Source: an optimization exercise on an open RTL-to-GDS flow (aim: small area). Production flows keep margins and buffers that such runs may drop. Where RTL was checked, it was by simulation tests only, not by an equivalence proof against the original. The flow treats the clock pin as an ideal source. Dropping or thinning the clock tree relies on that and would not hold on a real chip. Power figures rest on the tool's default switching activity, not on a simulated workload.

before:
==> module CLK_DIV, before the edit <==
module CLK_DIV #(
    parameter N     = 11,
    parameter TAPS  = 11'h401,
    parameter START = 11'h0,
    parameter DMASK = 11'h7ff,
    parameter DVAL  = 11'h0
) (
    input  clk,
    input  rst,
    output term
);
    localparam [N-1:0] P = {N{2'b10}};
    reg [N-1:0] s;
    assign term = (s & DMASK) == ((DVAL ^ P) & DMASK);
    wire fb = ~^(s & TAPS) ^ (^(P & TAPS));
    always @(posedge clk)
        if (rst | term) s <= START ^ P;
        else            s <= {~s[N-2:0], fb};
endmodule
Settings: LEC_CHECK=0, CAP_MARGIN=20, CORE_MARGIN=2, CORE_UTILIZATION=40, SLEW_MARGIN=20; clock period 5.0 ns.
run.sh (not shown) runs the stock make flow with config.mk's settings and CLKGATE_MAP_FILE= SYNTH_SCRIPT=/design/flow/synth_recipe.tcl, a recipe that flattens the netlist after the stock synthesis.
For after, these inputs were changed with respect to before:
diff --git a/flow/design.v b/flow/design.v
--- a/flow/design.v
+++ b/flow/design.v
@@ -24,11 +24,10 @@
     output term
 );
-    localparam [N-1:0] P = {N{2'b10}};
-    reg [N-1:0] s;
-    assign term = (s & DMASK) == ((DVAL ^ P) & DMASK);
-    wire fb = ~^(s & TAPS) ^ (^(P & TAPS));
+    reg [N-1:0] q;
+    assign term = (q & DMASK) == DVAL;
+    wire fb = ~^(q & TAPS);
     always @(posedge clk)
-        if (rst | term) s <= START ^ P;
-        else            s <= {~s[N-2:0], fb};
+        if (rst | term) q <= START;
+        else            q <= {q[N-2:0], fb};
 endmodule
 module CLK_DIV2 (
### Flow results
after completed; timing, DRC and antenna clean
before has completed all stages; timing, DRC and antenna checks passed.
Standard cell area after detailed placement in after is 95 um2 above before.
In the flow results for after and before, the multi-input logic portion of the cell area is larger on after.
Going from before to after, global-route wire length before repair decreased by 3.0% relative to the old numbers; post-synthesis adder-cell area fraction held; count of clock buffers in the final design higher; sum of met3 wire segment lengths after detailed routing saw a decrease; transition at the pin with the smallest max-transition slack fell 300 ps.
Diff before..after | via count | negligible
Fraction of layout cells with a size suffix above 1: after vs before up 4.9 points
Area of all placed cells without fillers of after exceeds that of before by a few percent.
The worst hold margin of after exceeds that of before by 44 ps.
before → after: power density over cell area shrank by about 3.6%, area of the die grew by about 2%.

========
The RTL this note starts from:
==> flow/design.v <==
module ROM (
    input  [4:0] address,
    output [3:0] data
);
    localparam [127:0] TABLE = 128'h65321100011235679acdeefffeedca98;
    assign data = TABLE >> {address, 2'b00};
endmodule
module LEDROM (
    input  [4:0] address,
    output [3:0] code
);
    localparam [127:0] TABLE = 128'h22100088800012234456667776665443;
    assign code = TABLE >> {address, 2'b00};
endmodule
module CLK_DIV #(
    parameter N     = 11,
    parameter TAPS  = 11'h401,
    parameter START = 11'h0,
    parameter DMASK = 11'h7ff,
    parameter DVAL  = 11'h0
) (
    input  clk,
    input  rst,
    output term
);
    localparam [N-1:0] P = {N{2'b10}};
    reg [N-1:0] s;
    assign term = (s & DMASK) == ((DVAL ^ P) & DMASK);
    wire fb = ~^(s & TAPS) ^ (^(P & TAPS));
    always @(posedge clk)
        if (rst | term) s <= START ^ P;
        else            s <= {~s[N-2:0], fb};
endmodule
module CLK_DIV2 (
    input  clk,
    input  rst,
    output reg [4:0] q
);
    always @(posedge clk)
        if (rst) q <= 5'h0;
        else     q <= q + 5'h1;
endmodule
module MAIN(
    input c,
    input d,
    input e,
    input clk,
    input rst,
    output [3:0] data,
    output [7:0] ledsx,
    output [7:0] ledsy
);
    wire [4:0] t32;
    wire       end37, end665, end15625, end1493;
    CLK_DIV2 m32(.clk(clk), .rst(rst), .q(t32));
    CLK_DIV #(.N(6),  .TAPS(6'h21),     .START(6'h3E),     .DMASK(6'h07),     .DVAL(6'h07))
        m37   (.clk(clk), .rst(rst), .term(end37));
    CLK_DIV #(.N(10), .TAPS(10'h204),   .START(10'h338),   .DMASK(10'h137),   .DVAL(10'h136))
        m665  (.clk(clk), .rst(rst), .term(end665));
    CLK_DIV #(.N(14), .TAPS(14'h2205),  .START(14'h07CD),  .DMASK(14'h0FFF),  .DVAL(14'h03E7))
        m15625(.clk(clk), .rst(rst), .term(end15625));
    CLK_DIV #(.N(11), .TAPS(11'h401),   .START(11'h0AA),   .DMASK(11'h0FF),   .DVAL(11'h0FF))
        m1493 (.clk(clk), .rst(rst), .term(end1493));
    wire t31 = &t32;
    reg fc, fd, fe, s;
    always @(posedge clk)
        if (rst) begin
            fc <= 1'b0; fd <= 1'b0; fe <= 1'b0; s <= 1'b0;
        end else begin
            fc <= fc ^ end1493;
            fd <= fd ^ (t32[0] & end665);
            fe <= fe ^ (t31 & end37);
            s  <= s  ^ (t31 & end15625);
        end
    wire t  = c ? fc : d ? fd : e ? fe : 1'b0;
    wire t2 = (c | d | e) & s;
    reg tq, t2q;
    always @(posedge clk)
        if (rst) begin
            tq <= 1'b0; t2q <= 1'b0;
        end else begin
            tq <= t; t2q <= t2;
        end
    wire rise  = t & ~tq;
    wire rise2 = t2 & ~t2q;
    reg [4:0] address, address2;
    always @(posedge clk)
        if (rst) begin
            address <= 5'h0; address2 <= 5'h0;
        end else begin
            if (rise)  address  <= address + 5'h1;
            if (rise2) address2 <= address2 + 5'h1;
        end
    ROM vrom(.address(address), .data(data));
    wire [3:0] code;
    LEDROM vrom2(.address(address2), .code(code));
    reg z, posi;
    reg [2:0] k;
    always @(posedge clk)
        if (rst) begin
            z <= 1'b1; posi <= 1'b0; k <= 3'b000;
        end else if (rise) begin
            if (code[3]) begin
                if (posi) z <= 1'b1;
            end else begin
                z <= 1'b0;
                k <= code[2:0];
                if (&code[2:0]) posi <= ~posi;
            end
        end
    wire       m = posi ^ (&k);
    wire [2:0] j = k ^ {3{m}};
    genvar i;
    generate
        for (i = 0; i < 8; i = i + 1) begin : g
            assign ledsx[7-i] = ~z & (k >= i);
            assign ledsy[i]   = ~z & (j != i);
        end
    endgenerate
endmodule
clock: 5.0 ns
lec_check: 0
cap_margin: 20
core_margin: 2
core_utilization: 40
slew_margin: 20
standard.sh (not shown) runs the stock make flow with config.mk's settings and CLKGATE_MAP_FILE= SYNTH_SCRIPT=/design/flow/synth_recipe.tcl, a recipe that flattens the netlist after the stock synthesis.
==> flow/flow/run.sh <==
#!/bin/bash
# Standard synthesis, then an area-oriented remap of the combinational
# logic (registers untouched, proven equivalent), then the standard layout
# with small port buffers and a hand-built clock buffer level.
set -euo pipefail
HERE=$(pwd)
LIB=$FLOW_HOME/platforms/$FLOW_PLATFORM/lib/sky130_fd_sc_hd__tt_025C_1v80.lib
RES=$HERE/orfs/results/$FLOW_PLATFORM/MAIN/base

bash standard.sh synth > make_synth.log 2>&1
cp $RES/1_2_yosys.v $HERE/std_synth.v

DU=$(sed 's/^/-dont_use /' flow/dont_use.txt | tr '\n' ' ')
remap() {
  s=$1
  cat > reopt_$s.ys <<EOS
read_liberty -ignore_miss_func $LIB
setattr -mod -set keep_hierarchy 1 sky130_fd_sc_hd__dfxtp_1 sky130_fd_sc_hd__edfxtp_1
read_verilog $HERE/std_synth.v
hierarchy -top $FLOW_TOP
flatten
opt -purge
abc -liberty $LIB $DU -script $HERE/flow/reopt_$s.abc
opt_clean -purge
setundef -zero
hilomap -singleton -hicell sky130_fd_sc_hd__conb_1 HI -locell sky130_fd_sc_hd__conb_1 LO
insbuf -buf sky130_fd_sc_hd__buf_1 A X
splitnets
opt_clean -purge
tee -o $HERE/reopt_${s}_stat.txt stat -liberty $LIB
select $FLOW_TOP
write_verilog -noattr -nohex -nodec -selected $HERE/reopt_$s.v
EOS
  yosys -l reopt_${s}_yosys.log -s reopt_$s.ys > /dev/null 2>&1 || return 0
  cat > equiv_$s.ys <<EOS
read_liberty -ignore_miss_func $LIB
read_verilog $HERE/std_synth.v
rename $FLOW_TOP gold
read_verilog $HERE/reopt_$s.v
rename $FLOW_TOP gate
flatten
opt_clean -purge
rename -hide w:_*
rename -hide w:\\\\_*
async2sync
equiv_make gold gate eq
hierarchy -top eq
equiv_simple -seq 2
equiv_induct -seq 2
equiv_status -assert
EOS
  if yosys -l equiv_${s}_yosys.log -s equiv_$s.ys > /dev/null 2>&1; then
    echo "$(grep "Chip area for module '.$FLOW_TOP'" reopt_${s}_stat.txt | awk '{print $NF}') $s" > proven_$s.txt
  fi
}
# four seeds of the deep remap side by side, and one quick remap
for s in s0 s2 s3 s5 b; do remap $s & done
wait
best=$HERE/std_synth.v
pick=$(cat proven_*.txt 2>/dev/null | sort -g | head -1 | awk '{print $2}' || true)
cat proven_*.txt > reopt_choice.log 2>/dev/null || true
if [[ -n "$pick" ]]; then best=$HERE/reopt_$pick.v; fi
echo "using $best" >> reopt_choice.log
cp $best $RES/1_2_yosys.v
rm -f $RES/1_synth.odb $RES/1_synth.sdc

export BUFFER_PORTS_ARGS="-buffer_cell sky130_fd_sc_hd__buf_1"
export PRE_CTS_TCL=$HERE/flow/manual_cts.tcl
export MANUAL_CTS_BUF=sky130_fd_sc_hd__clkbuf_16
export MANUAL_CTS_N=2
bash standard.sh > make_layout.log 2>&1
Other scripts of this flow, unchanged in this note and not shown: flow/flow/dont_use.txt, flow/flow/manual_cts.tcl, flow/flow/reopt_b.abc, flow/flow/reopt_s0.abc, flow/flow/reopt_s2.abc, flow/flow/reopt_s3.abc, flow/flow/reopt_s5.abc
The starting point finished clean.
Next try:
--- a/flow/design.v
+++ b/flow/design.v
@@ -83,27 +83,32 @@
         end
     wire rise  = t & ~tq;
     wire rise2 = t2 & ~t2q;
-    reg [4:0] address, address2;
+    reg [3:0] address_lo;
+    reg       na4;
+    reg [4:0] address2;
+    wire [4:0] address = {~na4, address_lo};
+    wire [4:0] address_inc = address + 5'h1;
     always @(posedge clk)
         if (rst) begin
-            address <= 5'h0; address2 <= 5'h0;
+            address_lo <= 4'h0; na4 <= 1'b1; address2 <= 5'h0;
         end else begin
-            if (rise)  address  <= address + 5'h1;
+            if (rise)  {na4, address_lo} <= {~address_inc[4], address_inc[3:0]};
             if (rise2) address2 <= address2 + 5'h1;
         end
     ROM vrom(.address(address), .data(data));
     wire [3:0] code;
     LEDROM vrom2(.address(address2), .code(code));
-    reg z, posi;
+    reg nz, posi;
     reg [2:0] k;
+    wire z = ~nz;
     always @(posedge clk)
         if (rst) begin
-            z <= 1'b1; posi <= 1'b0; k <= 3'b000;
+            nz <= 1'b0; posi <= 1'b0; k <= 3'b000;
         end else if (rise) begin
             if (code[3]) begin
-                if (posi) z <= 1'b1;
+                if (posi) nz <= 1'b0;
             end else begin
-                z <= 1'b0;
+                nz <= 1'b1;
                 k <= code[2:0];
                 if (&code[2:0]) posi <= ~posi;
             end
The new run passed the timing, design-rule and antenna checks.
Fmax stays flat.
Routed wire length came out higher by about 1.3%.
Sequential power came out lower by about 0.9%.
Design area came out higher by about 0.54%.
Clock skew came out lower by 0.0049 ns.
Core utilization came out higher by 0.25 points.
No functional check of the RTL was part of the second run of this note. No run of this note takes its clock network from TritonCTS; it comes from the design's own scripts or RTL.

==> separate check: timing with driven ports <==
The flow's constraints put no driver on any port. The routed layouts listed below were extracted and timed again, unchanged, in two steps. Step 1 assumes that a clkbuf_16 drives the clock port and a buf_2 every other input. Step 2 also shifts input and output timing later by t, the mid clock arrival at the registers, as if the neighbouring blocks saw the same clock. a / b / c = ideal / step 1 / step 2; a / b = the first two.
| run | t, ns | slack for setup (ns) | slew at the worst register clock pin (ns) |
|---|---|---|---|
| before | 0.365 | 1.924 / 1.896 / 2.081 | 0.08 / 0.08 |
| after | 0.347 | 1.933 / 1.906 / 2.089 | 0.07 / 0.07 |
| the first run of note 2 | 0.212 | 2.360 / 2.317 / 2.465 | 0.11 / 0.11 |
| the second run of note 2 | 0.214 | 2.355 / 2.312 / 2.386 | 0.12 / 0.12 |
After both steps setup and hold are still met in every run listed.
